Source: an optimization exercise on an open RTL-to-GDS flow (aim: small area). Production flows keep margins and buffers that such runs may drop.
In this exercise RTL edits were held to simulation tests only and were not proved equivalent to the original.
Power is estimated from default activity; no workload was simulated. The clock port is modelled as an ideal driver; clocking choices that lean on that would not hold on a real chip.

== run 1 ==
## UART_Top_Module
module UART_Top_Module(
input clk,
input rst,
input [7:0] data_in,
input wr_en, rd_en,
input [2:0] address,
output [7:0] data_o,
output serial_data_out,
output n_RTS,
output tx_done,
input n_CTS
);
clock: 5.0 ns
lec_check: 0
cap_margin: 20
core_margin: 2
core_utilization: 80
cts_buf_list: sky130_fd_sc_hd__clkbuf_16
cts_cluster_diameter: 100
cts_cluster_size: 30
place_density: 0.85
slew_margin: 20
standard.sh (not shown) runs the stock make flow with config.mk's settings and CLKGATE_MAP_FILE= SYNTH_SCRIPT=/design/flow/synth_recipe.tcl, a recipe that flattens the netlist after the stock synthesis.
==> flow/flow/run.sh <==
#!/bin/bash
# Standard layout (standard.sh) with three changes:
# - synthesis is the standard synthesis script, except that ABC maps the
#   logic with an area-oriented script (flow/abc_area.script, see synth_area.tcl);
# - the clock tree uses only clkbuf_16 cells in clusters of up to 34 registers
#   and no dummy loads;
# - the ports are buffered with buf_1 cells.
# Every tool's output goes to orfs/logs; make's output goes to standard.log.
set -euo pipefail
export FLOW_WORK="$(pwd)"
export CTS_ARGS="-sink_clustering_enable -repair_clock_nets -dont_use_dummy_load -buf_list sky130_fd_sc_hd__clkbuf_16 -sink_clustering_size 34 -sink_clustering_max_diameter 70"
export BUFFER_PORTS_ARGS="-buffer_cell sky130_fd_sc_hd__buf_1"
sed "s#SYNTH_SCRIPT=$FLOW_WORK/synth_recipe.tcl#SYNTH_SCRIPT=$FLOW_WORK/flow/synth_area.tcl#" standard.sh > standard_area.sh
grep -q "SYNTH_SCRIPT=$FLOW_WORK/flow/synth_area.tcl" standard_area.sh
bash standard_area.sh > standard.log 2>&1
==> flow/flow/abc_area.script <==
strash
&get -n
&fraig -x
&put
dc2
strash
&get -n
&dch -f
&nf -R 1000
&put
topo
stime -c
==> flow/flow/synth_area.tcl <==
# The standard synthesis (synth_recipe.tcl), with ABC run on an
# area-oriented script instead of ORFS's delay-oriented one. Only the ABC
# call changes, so the registers are the standard synthesis's.
proc abc {args} {
  set i [lsearch $args -script]
  lset args [expr {$i + 1}] $::env(FLOW_WORK)/flow/abc_area.script
  set j [lsearch $args -D]
  if {$j >= 0} {
    set args [lreplace $args $j [expr {$j + 1}]]
  }
  yosys abc {*}$args
}
source $::env(FLOW_WORK)/synth_recipe.tcl
Run 1 finished end to end and its layout was clean on timing, DRC and antenna.
> inputs changed (run 1 -> run 2)
--- a/flow/flow/run.sh
+++ b/flow/flow/run.sh
@@ -4 +4,4 @@
-#   logic with an area-oriented script (flow/abc_area.script, see synth_area.tcl);
+#   logic with an area-oriented script (flow/abc_area.script, see synth_area.tcl),
+#   and adders are left to ABC too: no full/half-adder cell extraction
+#   (ADDER_MAP_FILE empty) and Yosys's own carry logic instead of ORFS's
+#   Kogge-Stone map (SYNTH_OPERATIONS_ARGS set to a no-op flag);
@@ -13 +16 @@
-sed "s#SYNTH_SCRIPT=$FLOW_WORK/synth_recipe.tcl#SYNTH_SCRIPT=$FLOW_WORK/flow/synth_area.tcl#" standard.sh > standard_area.sh
+sed "s#SYNTH_SCRIPT=$FLOW_WORK/synth_recipe.tcl#SYNTH_SCRIPT=$FLOW_WORK/flow/synth_area.tcl ADDER_MAP_FILE= SYNTH_OPERATIONS_ARGS=-noshare#" standard.sh > standard_area.sh
--- a/flow/flow/abc_area.script
+++ b/flow/flow/abc_area.script
@@ -4,0 +5,15 @@
+dc2
+dc2
+strash
+&get -n
+&dch -f
+&nf -R 1000
+&put
+strash
+dc2
+strash
+&get -n
+&dch -f
+&nf -R 1000
+&put
+strash
Results
- Re global-route usage: run 2 is 0.96 points down on run 1.
- On non-clock buffer total of the final layout: between run 1 and run 2, it ends up higher for run 2.
- Of run 2 and run 1, it is run 2 that has the lower post-detailed-route wirelength per cell.
- Launching instance or port of the critical path = ra[2]$_DFF_P_: run 1; launching instance or port of the critical path = gen$_SDFFE_PN0P_: run 2
### run 2 -> run 3
--- a/flow/flow/run.sh
+++ b/flow/flow/run.sh
@@ -8 +8 @@
-# - the clock tree uses only clkbuf_16 cells in clusters of up to 34 registers
+# - the clock tree uses only clkbuf_16 cells in clusters of up to 40 registers
@@ -14 +14 @@
-export CTS_ARGS="-sink_clustering_enable -repair_clock_nets -dont_use_dummy_load -buf_list sky130_fd_sc_hd__clkbuf_16 -sink_clustering_size 34 -sink_clustering_max_diameter 70"
+export CTS_ARGS="-sink_clustering_enable -repair_clock_nets -dont_use_dummy_load -buf_list sky130_fd_sc_hd__clkbuf_16 -sink_clustering_size 40 -sink_clustering_max_diameter 50"
==> flow/flow/abc_area.script <==
strash
&get -n
&fraig -x
&put
dc2
strash
&get -n
&dch -f
&nf -R 1000
&put
topo
stime -c
[summary]
Run 2 → run 3: clock-buffer cell count increased by 10 relative to the old numbers; final total power +7.5%. Looking only at fraction of standard cell area that is sequential, and setting everything else aside, the higher value of run 2 and run 3 goes to run 2. Relative to run 2, the clock-net power of run 3 is higher by about 30%. Having completed the whole flow, run 3 delivered a layout that passed the timing, DRC and antenna checks. Row upper clock frequency limit: run 3 higher / run 2 lower. Going from run 2 to run 3, share of layout cells above drive strength 1 rose 0.45 points; setup slack rose 520 ps; global-route met3 utilization rose 0.62 points.
For run 4, these inputs were changed with respect to run 3:
- SLEW_MARGIN changed from 20 to 0
- CAP_MARGIN changed from 20 to 0
--- a/flow/flow/run.sh
+++ b/flow/flow/run.sh
@@ -8,2 +8,2 @@
-# - the clock tree uses only clkbuf_16 cells in clusters of up to 40 registers
-#   and no dummy loads;
+# - the clock tree uses only clkbuf_16 cells in clusters of up to 34 registers
+#   and no dummy loads, with clkbuf_8 cells above the leaves;
@@ -14 +14 @@
-export CTS_ARGS="-sink_clustering_enable -repair_clock_nets -dont_use_dummy_load -buf_list sky130_fd_sc_hd__clkbuf_16 -sink_clustering_size 40 -sink_clustering_max_diameter 50"
+export CTS_ARGS="-sink_clustering_enable -repair_clock_nets -dont_use_dummy_load -buf_list sky130_fd_sc_hd__clkbuf_16 -root_buf sky130_fd_sc_hd__clkbuf_8 -tree_buf sky130_fd_sc_hd__clkbuf_8 -sink_clustering_size 34 -sink_clustering_max_diameter 70"
--- a/flow/flow/abc_area.script
+++ b/flow/flow/abc_area.script
@@ -4,0 +5,15 @@
+dc2
+dc2
+strash
+&get -n
+&dch -f
+&nf -R 1000
+&put
+strash
+dc2
+strash
+&get -n
+&dch -f
+&nf -R 1000
+&put
+strash
Results
- Relative to run 3, the sequential share of layout area of run 4 is higher by 1.8 points.
- Looking at share of power burned in registers, run 4 sits above run 3.
- Final estimated routing congestion in global placement, run 4 vs run 3: up by a few percent
- Run 4: fraction of the yosys area taken by sequential cells is 0.58 points higher than what run 3 reported.
- Looking only at worst hold slack, and setting everything else aside, the lower value of run 4 and run 3 goes to run 4.
- Taking run 3 over run 4, the wire length ratio works out to 1.16.
- Looking at critical path startpoint, the gen$_SDFFE_PN0P_ result is from run 4; the ra[2]$_DFF_P_ one comes from run 3.
--- input diff run 4..run 5 ---
--- a/flow/flow/run.sh
+++ b/flow/flow/run.sh
@@ -8,2 +8,2 @@
-# - the clock tree uses only clkbuf_16 cells in clusters of up to 34 registers
-#   and no dummy loads, with clkbuf_8 cells above the leaves;
+# - the clock tree uses only clkbuf_16 cells in clusters of up to 36 registers
+#   and no dummy loads, with clkbuf_4 cells above the leaves;
@@ -14 +14 @@
-export CTS_ARGS="-sink_clustering_enable -repair_clock_nets -dont_use_dummy_load -buf_list sky130_fd_sc_hd__clkbuf_16 -root_buf sky130_fd_sc_hd__clkbuf_8 -tree_buf sky130_fd_sc_hd__clkbuf_8 -sink_clustering_size 34 -sink_clustering_max_diameter 70"
+export CTS_ARGS="-sink_clustering_enable -repair_clock_nets -dont_use_dummy_load -buf_list sky130_fd_sc_hd__clkbuf_16 -root_buf sky130_fd_sc_hd__clkbuf_4 -tree_buf sky130_fd_sc_hd__clkbuf_4 -sink_clustering_size 36 -sink_clustering_max_diameter 70"
Results
- Between run 5 and run 4, it is run 5 whose total power after layout is lower, by about 1.2%.
- Compare run 4 and run 5 | initial antenna violation count higher: run 5
- The clock period minus final worst setup slack reported for run 5 is smaller than that of run 4 by 63 ps.
Setup changes, run 5 to run 6
- SLEW_MARGIN changed from 0 to 20
- CAP_MARGIN changed from 0 to 20
--- a/flow/flow/run.sh
+++ b/flow/flow/run.sh
@@ -8,2 +8,2 @@
-# - the clock tree uses only clkbuf_16 cells in clusters of up to 36 registers
-#   and no dummy loads, with clkbuf_4 cells above the leaves;
+# - the clock tree uses only clkbuf_16 cells in clusters of up to 34 registers
+#   and no dummy loads, with clkbuf_8 cells above the leaves;
@@ -14 +14 @@
-export CTS_ARGS="-sink_clustering_enable -repair_clock_nets -dont_use_dummy_load -buf_list sky130_fd_sc_hd__clkbuf_16 -root_buf sky130_fd_sc_hd__clkbuf_4 -tree_buf sky130_fd_sc_hd__clkbuf_4 -sink_clustering_size 36 -sink_clustering_max_diameter 70"
+export CTS_ARGS="-sink_clustering_enable -repair_clock_nets -dont_use_dummy_load -buf_list sky130_fd_sc_hd__clkbuf_16 -root_buf sky130_fd_sc_hd__clkbuf_8 -tree_buf sky130_fd_sc_hd__clkbuf_8 -sink_clustering_size 34 -sink_clustering_max_diameter 70"
Findings:
- Comparing run 6 and run 5, aggregate global-route resource usage is lower on run 5.
- In run 6, required arrival time at the worst endpoint is lower than in run 5.
- [compare] base=run 5 new=run 6: layout overhead on the synthesized area now sits higher; hold slack now sits higher.
- [compare] base=run 5 new=run 6: number of buffers created by CTS went up by 1; global-route wire length before repair has increased.
- Cell count essentially unchanged between run 6 and run 5.
- On design area, run 6 does worse than run 5.
- Summary — count of clock-buffer cells in the layout, run 6 relative to run 5: higher, by 1.
- Compared to run 5, the routing of run 6 uses more wire.

-- port drivers added, routing unchanged --
In the flow no input, the clock included, has a driving cell. The finished layouts below were timed again as built, in two steps. Step 1 assumes that a clkbuf_16 drives the clock port and a buf_2 every other input. Step 2, shift: input delay + t, output delay - t, t = (earliest + latest rising clock arrival at the registers) / 2. This alone moves slack from input paths to output paths. Three values: ideal ports, drivers, drivers and shift; two values: the first two.
| run | shift t [ns] | setup WS [ns] | hold slack, ns | worst setup path after step 2 |
|---|---|---|---|---|
| run 1 | 0.537 | 1.628 / 1.580 / 1.834 | 0.384 / 0.384 / 0.384 | register to register |
| run 2 | 0.538 | 0.890 / 0.890 / 0.890 | 0.408 / 0.408 / 0.408 | register to register |
| run 3 | 0.578 | 1.412 / 1.363 / 1.790 | 0.414 / 0.414 / 0.414 | register to register |
| run 4 | 0.587 | 0.896 / 0.896 / 0.896 | 0.407 / 0.407 / 0.407 | register to register |
| run 5 | 0.724 | 0.959 / 0.959 / 0.959 | 0.387 / 0.387 / 0.387 | register to register |
| run 6 | 0.591 | 0.890 / 0.890 / 0.890 | 0.409 / 0.409 / 0.409 | register to register |
After both steps setup and hold are still met in every run listed.
